Context: an optimization exercise on an open-source flow, tuned for small area. The choices shown serve that exercise and are no tape-out recipe.
The RTL was checked by simulation tests, not by an equivalence proof against the original design.
No driver is modelled on the clock port, so clocking that relies on it looks cheaper here than on a real chip.
Power and IR drop assume default switching activity.

==> flow/design.v (excerpt) <==
module uart_burn_spi_flash (
input clk,rxd,rst ,
output txd,
input spi_miso,
output spi_mosi,spi_sck,
input [31:0]in32,
output reg [31:0] out32
);
export LEC_CHECK = 0
export CAP_MARGIN = 20
export CORE_MARGIN = 2
export CORE_UTILIZATION = 40
export PLACE_DENSITY = 0.6
export SLEW_MARGIN = 20
export BUFFER_PORTS_ARGS = -buffer_cell sky130_fd_sc_hd__buf_1
export CTS_ARGS = -sink_clustering_enable -repair_clock_nets -dont_use_dummy_load -sink_clustering_size 40 -sink_clustering_max_diameter 300 -buf_list sky130_fd_sc_hd__clkbuf_16
create_clock -name core_clock -period 5.0 [get_ports {clk}]
standard.sh (not shown) runs the stock make flow with config.mk's settings and CLKGATE_MAP_FILE= SYNTH_SCRIPT=/design/flow/synth_recipe.tcl, a recipe that flattens the netlist after the stock synthesis.
==> flow/flow/run.sh <==
#!/bin/bash
# Standard ORFS layout (standard.sh) with a few extra ORFS variables from
# flow/extra.mk: smaller port buffers and a leaner clock tree.
set -e
cat flow/extra.mk >> config.mk
bash standard.sh > standard.log 2>&1
==> flow/flow/extra.mk <==
export BUFFER_PORTS_ARGS = -buffer_cell sky130_fd_sc_hd__buf_1
export CTS_ARGS = -sink_clustering_enable -repair_clock_nets -dont_use_dummy_load -sink_clustering_size 40 -sink_clustering_max_diameter 300 -buf_list sky130_fd_sc_hd__clkbuf_16
The baseline completed without violations.
Change:
==> flow/flow/run.sh (replaced) <==
#!/bin/bash
# Standard ORFS layout (standard.sh), with the port buffers made as
# sky130_fd_sc_hd__buf_1 instead of the default pick.
set -e
cp standard.sh standard_sh.txt
echo 'export BUFFER_PORTS_ARGS = -buffer_cell sky130_fd_sc_hd__buf_1' >> config.mk
bash standard.sh > standard.log 2>&1
- CTS_ARGS: -sink_clustering_enable -repair_clock_nets -dont_use_dummy_load -sink_clustering_size 40 -sink_clustering_max_diameter 300 -buf_list sky130_fd_sc_hd__clkbuf_16 -> unset
removed: flow/flow/extra.mk
What happened: Clock power is lower by about 11%. Final area is lower by about 0.6%. Global-route usage is unchanged. Synthesized cell count is unchanged. Area after synthesis does not change. Wire length is higher by 0.94%. Setup slack loses 25 ps. Register-to-register slack loses 30 ps. Total power is lower by about 3.6%.


The RTL this note starts from:
==> flow/design.v <==
module uart_burn_spi_flash (
input clk,rxd,rst ,
output txd,
input spi_miso,
output spi_mosi,spi_sck,
input [31:0]in32,
output reg [31:0] out32
);
localparam HDR = 3'b000, RST = 3'b001;
localparam C20 = 3'b010, C30 = 3'b011, C40 = 3'b101, C50 = 3'b110, C60 = 3'b111;
reg s1, s2;                                    
always @(posedge clk) begin s1 <= rxd; s2 <= s1; end
reg [2:0]  mode;
reg [1:0]  k;
reg [1:0]  g;                                  
reg [3:0]  q;                                  
reg [3:0]  n;                                  
reg [7:0]  srx;                                
localparam [7:0] SRP = 8'b11111111;            
wire [7:0] sr = srx ^ SRP;                     
reg        txd_r, sck_r;
reg [15:0] cnt;                                
reg        bw;                                 
wire m20 = (mode == C20), m30 = (mode == C30), m40 = (mode == C40);
wire m50 = (mode == C50), m60 = (mode == C60), mhdr = (mode == HDR), mrst = (mode == RST);
wire txm  = m30 | (m40 & k[0]) | (m60 & k[1]);
wire rxm  = ~txm & ~mrst;
wire run  = (n != 4'd6);                       
wire g3   = g[1] & ~g[0];
wire wrap = g3 & q[3];
wire ev   = run & wrap;
wire dbit = ev & n[3];
wire done = ev & (n[3:1] == 3'd0) & (n[0] == txm);
wire cnt0 = (cnt == 16'd0);
wire spi_act = run & ((~txm & (n == 4'd0) & ((m40 & ~k[0]) | (m50 & k[1]) | (m60 & k[0])))
                    | (m60 & (k == 2'd2) & (n == 4'd1)));
wire win  = spi_act & ~q[3];                   
wire dwin = ~q[3] & (q[2] ^ q[1]);
wire hmatch = (k == 2'd0) ? (sr == 8'h55) : (k == 2'd1) ? (sr == 8'haa) : (sr == 8'h5a);
wire cmdok  = (sr == 8'd20) | (sr == 8'd30) | (sr == 8'd40) | (sr == 8'd50) | (sr == 8'd60);
always @(posedge clk)
	if (!run) begin
		g <= 2'b10; q <= 4'd4;
	end else begin
		g <= {g[0], ~g[1]};
		if (g3) q <= q[3] ? 4'd0 : q + 4'd1;
	end
always @(posedge clk)
	if (rst) n <= 4'd6;
	else if (!run) n <= {3'b011, (rxm & ~s2) | txm};
	else if (done) n <= 4'd6;
	else if (wrap) n <= n + 4'd1;
always @(posedge clk)
	if (dbit) srx <= {s2, sr[7:1]} ^ SRP;
	else if (win & g3) srx <= {sr[6:0], spi_miso} ^ SRP;
	else if (ev & m30 & (n == 4'd7))
		case (k)
		2'd0: srx <= in32[31:24] ^ SRP;
		2'd1: srx <= in32[23:16] ^ SRP;
		2'd2: srx <= in32[15:8] ^ SRP;
		default: srx <= in32[7:0] ^ SRP;
		endcase
always @(posedge clk)
	if (!run) txd_r <= 1'b1;
	else if (ev & txm) txd_r <= n[3] ? sr[0] : ~n[2];
always @(posedge clk) sck_r <= win & g[0];
always @(posedge clk)
	if (dbit & (m50 | m60) & ~k[1]) cnt <= {s2, cnt[15:1]};
	else if (win) cnt <= {cnt[0] ^ (bw & dwin), cnt[15:1]};
always @(posedge clk) bw <= ~dwin | (bw & ~cnt[0]);
wire fill = rst | mrst;
always @(posedge clk)
	if (fill | (done & m20)) out32 <= {out32[23:0], sr | {8{fill}}};
wire to_hdr = mrst ? (k == 2'd2)
            : mhdr ? ((k == 2'd3) ? ~cmdok : ~hmatch)
            : m50  ? (k[1] & cnt0)
            : m60  ? (k == 2'd3)
            : m40  ? k[0]
            : (k == 2'd3);
always @(posedge clk)
	if (rst) begin
		mode <= RST; k <= 2'd0;
	end else if (mrst | done) begin
		if (to_hdr) begin
			mode <= HDR; k <= 2'd0;
		end else if (mhdr & (k == 2'd3)) begin
			mode <= sr[5:3]; k <= 2'd0;
		end else if (m60 & (k[1] ^ k[0]))
			k <= {1'b1, cnt0};
		else if (~(m50 & k[1]))
			k <= k + 2'd1;
	end
assign txd = txd_r;
assign spi_sck = sck_r;
assign spi_mosi = sr[7] | m60;
endmodule
==> flow/config.mk <==
export PLATFORM = sky130hd
export DESIGN_NAME = uart_burn_spi_flash
export DESIGN_NICKNAME = uart_burn_spi_flash
export VERILOG_FILES = /design/flow/design.v
export SDC_FILE = /design/flow/constraint.sdc
export NUM_CORES = 4
export LEC_CHECK = 0
export CAP_MARGIN = 0
export CORE_MARGIN = 2
export CORE_UTILIZATION = 55
export PLACE_DENSITY = 0.7
export SLEW_MARGIN = 0
export BUFFER_PORTS_ARGS = -buffer_cell sky130_fd_sc_hd__buf_1
export CTS_ARGS = -clk_nets clk -dont_use_dummy_load
export PRE_CTS_TCL = /design/flow/flow/ctree.tcl
==> flow/constraint.sdc <==
create_clock -name core_clock -period 5.0 [get_ports {clk}]
set_input_delay 1.0000 -clock core_clock [delete_from_list [all_inputs] [get_ports {clk}]]
set_output_delay 1.0000 -clock core_clock [all_outputs]
set_load 0.01 [all_outputs]
==> flow/flow/run.sh <==
#!/bin/bash
# Layout flow: the standard synthesis, then the combinational logic
# between the registers is re-mapped by ABC with area-oriented scripts
# (the registers, their names and cell types are kept as they are), then the
# standard ORFS layout (standard.sh) with the extra ORFS variables of
# flow/extra.mk: sky130_fd_sc_hd__buf_1 port buffers and a clock tree
# built by flow/ctree.tcl.
set -euo pipefail
cat flow/extra.mk >> config.mk
echo "export PRE_CTS_TCL = $PWD/flow/ctree.tcl" >> config.mk
bash standard.sh synth > synth.log 2>&1
R=orfs/results/$FLOW_PLATFORM/uart_burn_spi_flash/base
LIB=$FLOW_HOME/platforms/$FLOW_PLATFORM/lib/sky130_fd_sc_hd__tt_025C_1v80.lib
YOSYS=$(command -v yosys || echo $FLOW_HOME/../tools/install/yosys/bin/yosys)
cp $R/1_2_yosys.v std_synth.v
python3 flow/mkmap.py $LIB > cellmap.v
DU=""
for c in probe_p_8 probec_p_8 lpflow_bleeder_1 lpflow_clkbufkapwr_1 lpflow_clkbufkapwr_16 \
  lpflow_clkbufkapwr_2 lpflow_clkbufkapwr_4 lpflow_clkbufkapwr_8 lpflow_clkinvkapwr_1 \
  lpflow_clkinvkapwr_16 lpflow_clkinvkapwr_2 lpflow_clkinvkapwr_4 lpflow_clkinvkapwr_8 \
  lpflow_decapkapwr_12 lpflow_decapkapwr_3 lpflow_decapkapwr_4 lpflow_decapkapwr_6 \
  lpflow_decapkapwr_8 lpflow_inputiso0n_1 lpflow_inputiso0p_1 lpflow_inputiso1n_1 \
  lpflow_inputiso1p_1 lpflow_inputisolatch_1 lpflow_isobufsrc_1 lpflow_isobufsrc_16 \
  lpflow_isobufsrc_2 lpflow_isobufsrc_4 lpflow_isobufsrc_8 lpflow_isobufsrckapwr_16 \
  lpflow_lsbuf_lh_hl_isowell_tap_1 lpflow_lsbuf_lh_hl_isowell_tap_2 \
  lpflow_lsbuf_lh_hl_isowell_tap_4 lpflow_lsbuf_lh_isowell_4 lpflow_lsbuf_lh_isowell_tap_1 \
  lpflow_lsbuf_lh_isowell_tap_2 lpflow_lsbuf_lh_isowell_tap_4; do
  DU="$DU -dont_use sky130_fd_sc_hd__$c"
done
# two ABC scripts; the smallest result is used
best=""; besta=""
for scr in resyn resyn3; do
cat > $scr.ys <<EOF
read_liberty -lib $LIB
read_verilog std_synth.v
hierarchy -top $FLOW_TOP
techmap -map cellmap.v
techmap
opt -purge
abc -script flow/$scr.abc -liberty $LIB $DU
opt_clean -purge
hilomap -singleton -hicell sky130_fd_sc_hd__conb_1 HI -locell sky130_fd_sc_hd__conb_1 LO
splitnets
opt_clean -purge
check -assert -mapped
stat -liberty $LIB
write_verilog -noattr -nohex -nodec $scr.v
EOF
  if $YOSYS -l $scr.log -s $scr.ys > /dev/null 2>&1; then
    a=$(grep "Chip area" $scr.log | tail -1 | awk '{print $NF}')
    echo "$scr: $a" >> resyn_choice.log
    if [ -z "$besta" ] || python3 -c "import sys; sys.exit(0 if $a < $besta else 1)"; then best=$scr; besta=$a; fi
  fi
done
echo "using $best" >> resyn_choice.log
if [ -n "$best" ]; then cp $best.v $R/1_2_yosys.v; fi
bash standard.sh > standard.log 2>&1
==> flow/flow/ctree.tcl <==
# Clock tree built by hand before CTS (run as PRE_CTS_TCL): the register clock
# pins are split into NLEAF groups of at most CAP pins by a capacity-limited
# k-means on their placement; each group gets one leaf buffer at its
# centroid, sized to the smallest of LEAF_CELLS whose register clock pins see
# a slew under SLEW_LIMIT with placement parasitics; one root buffer drives
# the leaves.  clock_tree_synthesis (CTS_ARGS -clk_nets clk) then finds the
# clock already buffered and adds nothing.
set ::ctree_NLEAF 5
set ::ctree_CAP 17
set ::ctree_LEAF_CELLS {sky130_fd_sc_hd__clkbuf_4 sky130_fd_sc_hd__clkbuf_8 sky130_fd_sc_hd__clkbuf_16}
set ::ctree_ROOT_CELL sky130_fd_sc_hd__clkbuf_4
set ::ctree_SLEW_LIMIT 0.115

proc clock_sinks {} {
  set sinks {}
  foreach pin [get_pins -of_objects [get_nets clk]] {
    if {[get_property $pin direction] != "input"} continue
    set bb [[[sta::sta_to_db_pin $pin] getInst] getBBox]
    lappend sinks [list $pin [expr {([$bb xMin]+[$bb xMax])/2.0}] [expr {([$bb yMin]+[$bb yMax])/2.0}]]
  }
  return $sinks
}

proc cluster {sinks nleaf cap} {
  set n [llength $sinks]
  set srt [lsort -real -index 1 $sinks]
  set cents {}
  for {set i 0} {$i < $nleaf} {incr i} {
    set s [lindex $srt [expr {int(($i+0.5)*$n/$nleaf)}]]
    lappend cents [list [lindex $s 1] [lindex $s 2]]
  }
  for {set iter 0} {$iter < 40} {incr iter} {
    set pairs {}
    for {set j 0} {$j < $n} {incr j} {
      set s [lindex $sinks $j]
      for {set i 0} {$i < $nleaf} {incr i} {
        set c [lindex $cents $i]
        lappend pairs [list $j $i [expr {abs([lindex $s 1]-[lindex $c 0]) + abs([lindex $s 2]-[lindex $c 1])}]]
      }
    }
    set assign [lrepeat $n -1]
    set fill [lrepeat $nleaf 0]
    foreach p [lsort -real -index 2 $pairs] {
      lassign $p j i d
      if {[lindex $assign $j] >= 0 || [lindex $fill $i] >= $cap} continue
      lset assign $j $i
      lset fill $i [expr {[lindex $fill $i] + 1}]
    }
    set groups [lrepeat $nleaf {}]
    for {set j 0} {$j < $n} {incr j} {
      set i [lindex $assign $j]
      lset groups $i [concat [lindex $groups $i] [list [lindex $sinks $j]]]
    }
    set cents {}
    foreach g $groups {
      set sx 0; set sy 0
      foreach s $g { set sx [expr {$sx+[lindex $s 1]}]; set sy [expr {$sy+[lindex $s 2]}] }
      set k [llength $g]; if {$k == 0} { set k 1 }
      lappend cents [list [expr {$sx/$k}] [expr {$sy/$k}]]
    }
  }
  return [list $groups $cents]
}

proc worst_sink_slew {inst} {
  set worst 0
  set net [get_nets -of_objects [get_pins -of_objects $inst -filter "direction == output"]]
  foreach p [get_pins -of_objects $net] {
    if {[get_property $p direction] != "input"} continue
    set s [get_property $p slew_max]
    if {$s > $worst} { set worst $s }
  }
  return $worst
}

proc build_clock_tree {} {
  set dbu [[ord::get_db_block] getDbUnitsPerMicron]
  lassign [cluster [clock_sinks] $::ctree_NLEAF $::ctree_CAP] groups cents
  set rx 0; set ry 0; set i 0
  foreach g $groups c $cents {
    set pins {}
    foreach s $g { lappend pins [lindex $s 0] }
    insert_buffer -buffer_cell [lindex $::ctree_LEAF_CELLS end] -net clk -load_pins $pins \
      -buffer_name clkleaf_$i -net_name clknet_leaf_$i \
      -location [list [expr {[lindex $c 0]/$dbu}] [expr {[lindex $c 1]/$dbu}]]
    puts "clock leaf $i: [llength $g] sinks"
    set rx [expr {$rx+[lindex $c 0]}]; set ry [expr {$ry+[lindex $c 1]}]
    incr i
  }
  insert_buffer -buffer_cell $::ctree_ROOT_CELL -net clk -buffer_name clkroot -net_name clknet_root \
    -location [list [expr {$rx/$::ctree_NLEAF/$dbu}] [expr {$ry/$::ctree_NLEAF/$dbu}]]
  set_propagated_clock [all_clocks]
  foreach inst [get_cells clkleaf_*] {
    foreach cell $::ctree_LEAF_CELLS {
      replace_cell $inst $cell
      estimate_parasitics -placement
      set w [worst_sink_slew $inst]
      if {$w <= $::ctree_SLEW_LIMIT} break
    }
    puts "clock leaf [get_full_name $inst]: $cell, worst register clock slew $w"
  }
  unset_propagated_clock [all_clocks]
}

build_clock_tree
Other scripts of this flow, unchanged in this note and not shown: flow/flow/extra.mk, flow/flow/mkmap.py, flow/flow/resyn.abc, flow/flow/resyn3.abc
Edit:
--- a/flow/flow/run.sh
+++ b/flow/flow/run.sh
@@ -29,5 +29,5 @@
 done
-# two ABC scripts; the smallest result is used
+# three ABC scripts; the smallest result is used
 best=""; besta=""
-for scr in resyn resyn3; do
+for scr in resyn resyn2 resyn3; do
 cat > $scr.ys <<EOF
--- a/flow/flow/ctree.tcl
+++ b/flow/flow/ctree.tcl
@@ -7,7 +7,7 @@
 # clock already buffered and adds nothing.
-set ::ctree_NLEAF 5
-set ::ctree_CAP 17
-set ::ctree_LEAF_CELLS {sky130_fd_sc_hd__clkbuf_4 sky130_fd_sc_hd__clkbuf_8 sky130_fd_sc_hd__clkbuf_16}
-set ::ctree_ROOT_CELL sky130_fd_sc_hd__clkbuf_4
-set ::ctree_SLEW_LIMIT 0.115
+set NLEAF 5
+set CAP 17
+set LEAF_CELLS {sky130_fd_sc_hd__clkbuf_4 sky130_fd_sc_hd__clkbuf_8 sky130_fd_sc_hd__clkbuf_16}
+set ROOT_CELL sky130_fd_sc_hd__clkbuf_4
+set SLEW_LIMIT 0.115
 
@@ -76,4 +76,5 @@
 proc build_clock_tree {} {
+  global NLEAF CAP LEAF_CELLS ROOT_CELL SLEW_LIMIT
   set dbu [[ord::get_db_block] getDbUnitsPerMicron]
-  lassign [cluster [clock_sinks] $::ctree_NLEAF $::ctree_CAP] groups cents
+  lassign [cluster [clock_sinks] $NLEAF $CAP] groups cents
   set rx 0; set ry 0; set i 0
@@ -82,3 +83,3 @@
     foreach s $g { lappend pins [lindex $s 0] }
-    insert_buffer -buffer_cell [lindex $::ctree_LEAF_CELLS end] -net clk -load_pins $pins \
+    insert_buffer -buffer_cell [lindex $LEAF_CELLS end] -net clk -load_pins $pins \
       -buffer_name clkleaf_$i -net_name clknet_leaf_$i \
@@ -89,7 +90,7 @@
   }
-  insert_buffer -buffer_cell $::ctree_ROOT_CELL -net clk -buffer_name clkroot -net_name clknet_root \
-    -location [list [expr {$rx/$::ctree_NLEAF/$dbu}] [expr {$ry/$::ctree_NLEAF/$dbu}]]
+  insert_buffer -buffer_cell $ROOT_CELL -net clk -buffer_name clkroot -net_name clknet_root \
+    -location [list [expr {$rx/$NLEAF/$dbu}] [expr {$ry/$NLEAF/$dbu}]]
   set_propagated_clock [all_clocks]
   foreach inst [get_cells clkleaf_*] {
-    foreach cell $::ctree_LEAF_CELLS {
+    foreach cell $LEAF_CELLS {
       replace_cell $inst $cell
@@ -97,3 +98,3 @@
       set w [worst_sink_slew $inst]
-      if {$w <= $::ctree_SLEW_LIMIT} break
+      if {$w <= $SLEW_LIMIT} break
     }
==> flow/flow/resyn2.abc (new file) <==
strash
&get -n
&deepsyn -I 40 -J 20
&put
dch -f
map -a
topo
mfs2
strash
dch -f
map -a
topo
mfs2
strash
dch -f
map -a
CAP_MARGIN = 20   (was 0)
CORE_UTILIZATION = 40   (was 55)
PLACE_DENSITY = 0.6   (was 0.7)
SLEW_MARGIN = 20   (was 0)
The changed run aborted during 4_1_cts.
Synthesized cell count stays the same.
Area after synthesis is unchanged.
Edit:
--- a/flow/flow/run.sh
+++ b/flow/flow/run.sh
@@ -29,5 +29,5 @@
 done
-# three ABC scripts; the smallest result is used
+# two ABC scripts; the smallest result is used
 best=""; besta=""
-for scr in resyn resyn2 resyn3; do
+for scr in resyn resyn3; do
 cat > $scr.ys <<EOF
--- a/flow/flow/ctree.tcl
+++ b/flow/flow/ctree.tcl
@@ -7,7 +7,7 @@
 # clock already buffered and adds nothing.
-set NLEAF 5
-set CAP 17
-set LEAF_CELLS {sky130_fd_sc_hd__clkbuf_4 sky130_fd_sc_hd__clkbuf_8 sky130_fd_sc_hd__clkbuf_16}
-set ROOT_CELL sky130_fd_sc_hd__clkbuf_4
-set SLEW_LIMIT 0.115
+set ::ctree_NLEAF 5
+set ::ctree_CAP 17
+set ::ctree_LEAF_CELLS {sky130_fd_sc_hd__clkbuf_4 sky130_fd_sc_hd__clkbuf_8 sky130_fd_sc_hd__clkbuf_16}
+set ::ctree_ROOT_CELL sky130_fd_sc_hd__clkbuf_4
+set ::ctree_SLEW_LIMIT 0.115
 
@@ -76,5 +76,4 @@
 proc build_clock_tree {} {
-  global NLEAF CAP LEAF_CELLS ROOT_CELL SLEW_LIMIT
   set dbu [[ord::get_db_block] getDbUnitsPerMicron]
-  lassign [cluster [clock_sinks] $NLEAF $CAP] groups cents
+  lassign [cluster [clock_sinks] $::ctree_NLEAF $::ctree_CAP] groups cents
   set rx 0; set ry 0; set i 0
@@ -83,3 +82,3 @@
     foreach s $g { lappend pins [lindex $s 0] }
-    insert_buffer -buffer_cell [lindex $LEAF_CELLS end] -net clk -load_pins $pins \
+    insert_buffer -buffer_cell [lindex $::ctree_LEAF_CELLS end] -net clk -load_pins $pins \
       -buffer_name clkleaf_$i -net_name clknet_leaf_$i \
@@ -90,7 +89,7 @@
   }
-  insert_buffer -buffer_cell $ROOT_CELL -net clk -buffer_name clkroot -net_name clknet_root \
-    -location [list [expr {$rx/$NLEAF/$dbu}] [expr {$ry/$NLEAF/$dbu}]]
+  insert_buffer -buffer_cell $::ctree_ROOT_CELL -net clk -buffer_name clkroot -net_name clknet_root \
+    -location [list [expr {$rx/$::ctree_NLEAF/$dbu}] [expr {$ry/$::ctree_NLEAF/$dbu}]]
   set_propagated_clock [all_clocks]
   foreach inst [get_cells clkleaf_*] {
-    foreach cell $LEAF_CELLS {
+    foreach cell $::ctree_LEAF_CELLS {
       replace_cell $inst $cell
@@ -98,3 +97,3 @@
       set w [worst_sink_slew $inst]
-      if {$w <= $SLEW_LIMIT} break
+      if {$w <= $::ctree_SLEW_LIMIT} break
     }
removed: flow/flow/resyn2.abc
Effect: Now the flow completed with no timing, DRC or antenna violations; synthesized area does not change; synthesized cell count is unchanged.
Edit:
CAP_MARGIN = 0   (was 20)
SLEW_MARGIN = 0   (was 20)
The changed run produced a clean layout.
Power stays the same.
Cell count is unchanged.
Combinational power barely changes.
Utilization does not change.

## re-timing with driven ports
Ports are ideal in the flow. The routed layouts listed here were re-timed in OpenROAD. Step 1 assumes that a clkbuf_16 drives the clock port and a buf_2 every other input. Step 2 adds t to the input delays and takes it off the output delays; t is the mean of the earliest and latest rising clock arrival at the registers after step 1. Input paths then give back, and output paths get back, about the clock's delay inside the block. a / b / c = no drivers / after step 1 / after step 2; a / b = the first two.
| run | t, ns | setup slack, ns | worst hold slack (ns) | latest minus earliest clock arrival (ns) |
|---|---|---|---|---|
| the first run of note 1 | 0.357 | 2.046 / 2.046 / 2.046 | 0.329 / 0.329 / 0.329 | 0.013 / 0.013 |
| the second run of note 1 | 0.372 | 2.021 / 2.021 / 2.021 | 0.335 / 0.335 / 0.335 | 0.009 / 0.009 |
| the first run of note 2 | 0.409 | 1.946 / 1.946 / 1.946 | 0.333 / 0.333 / 0.333 | 0.020 / 0.021 |
| the third run of note 2 | 0.428 | 1.907 / 1.907 / 1.907 | 0.340 / 0.340 / 0.340 | 0.015 / 0.015 |
| the fourth run of note 2 | 0.428 | 1.907 / 1.907 / 1.907 | 0.340 / 0.340 / 0.340 | 0.015 / 0.015 |
After both steps setup and hold are still met in every run listed.
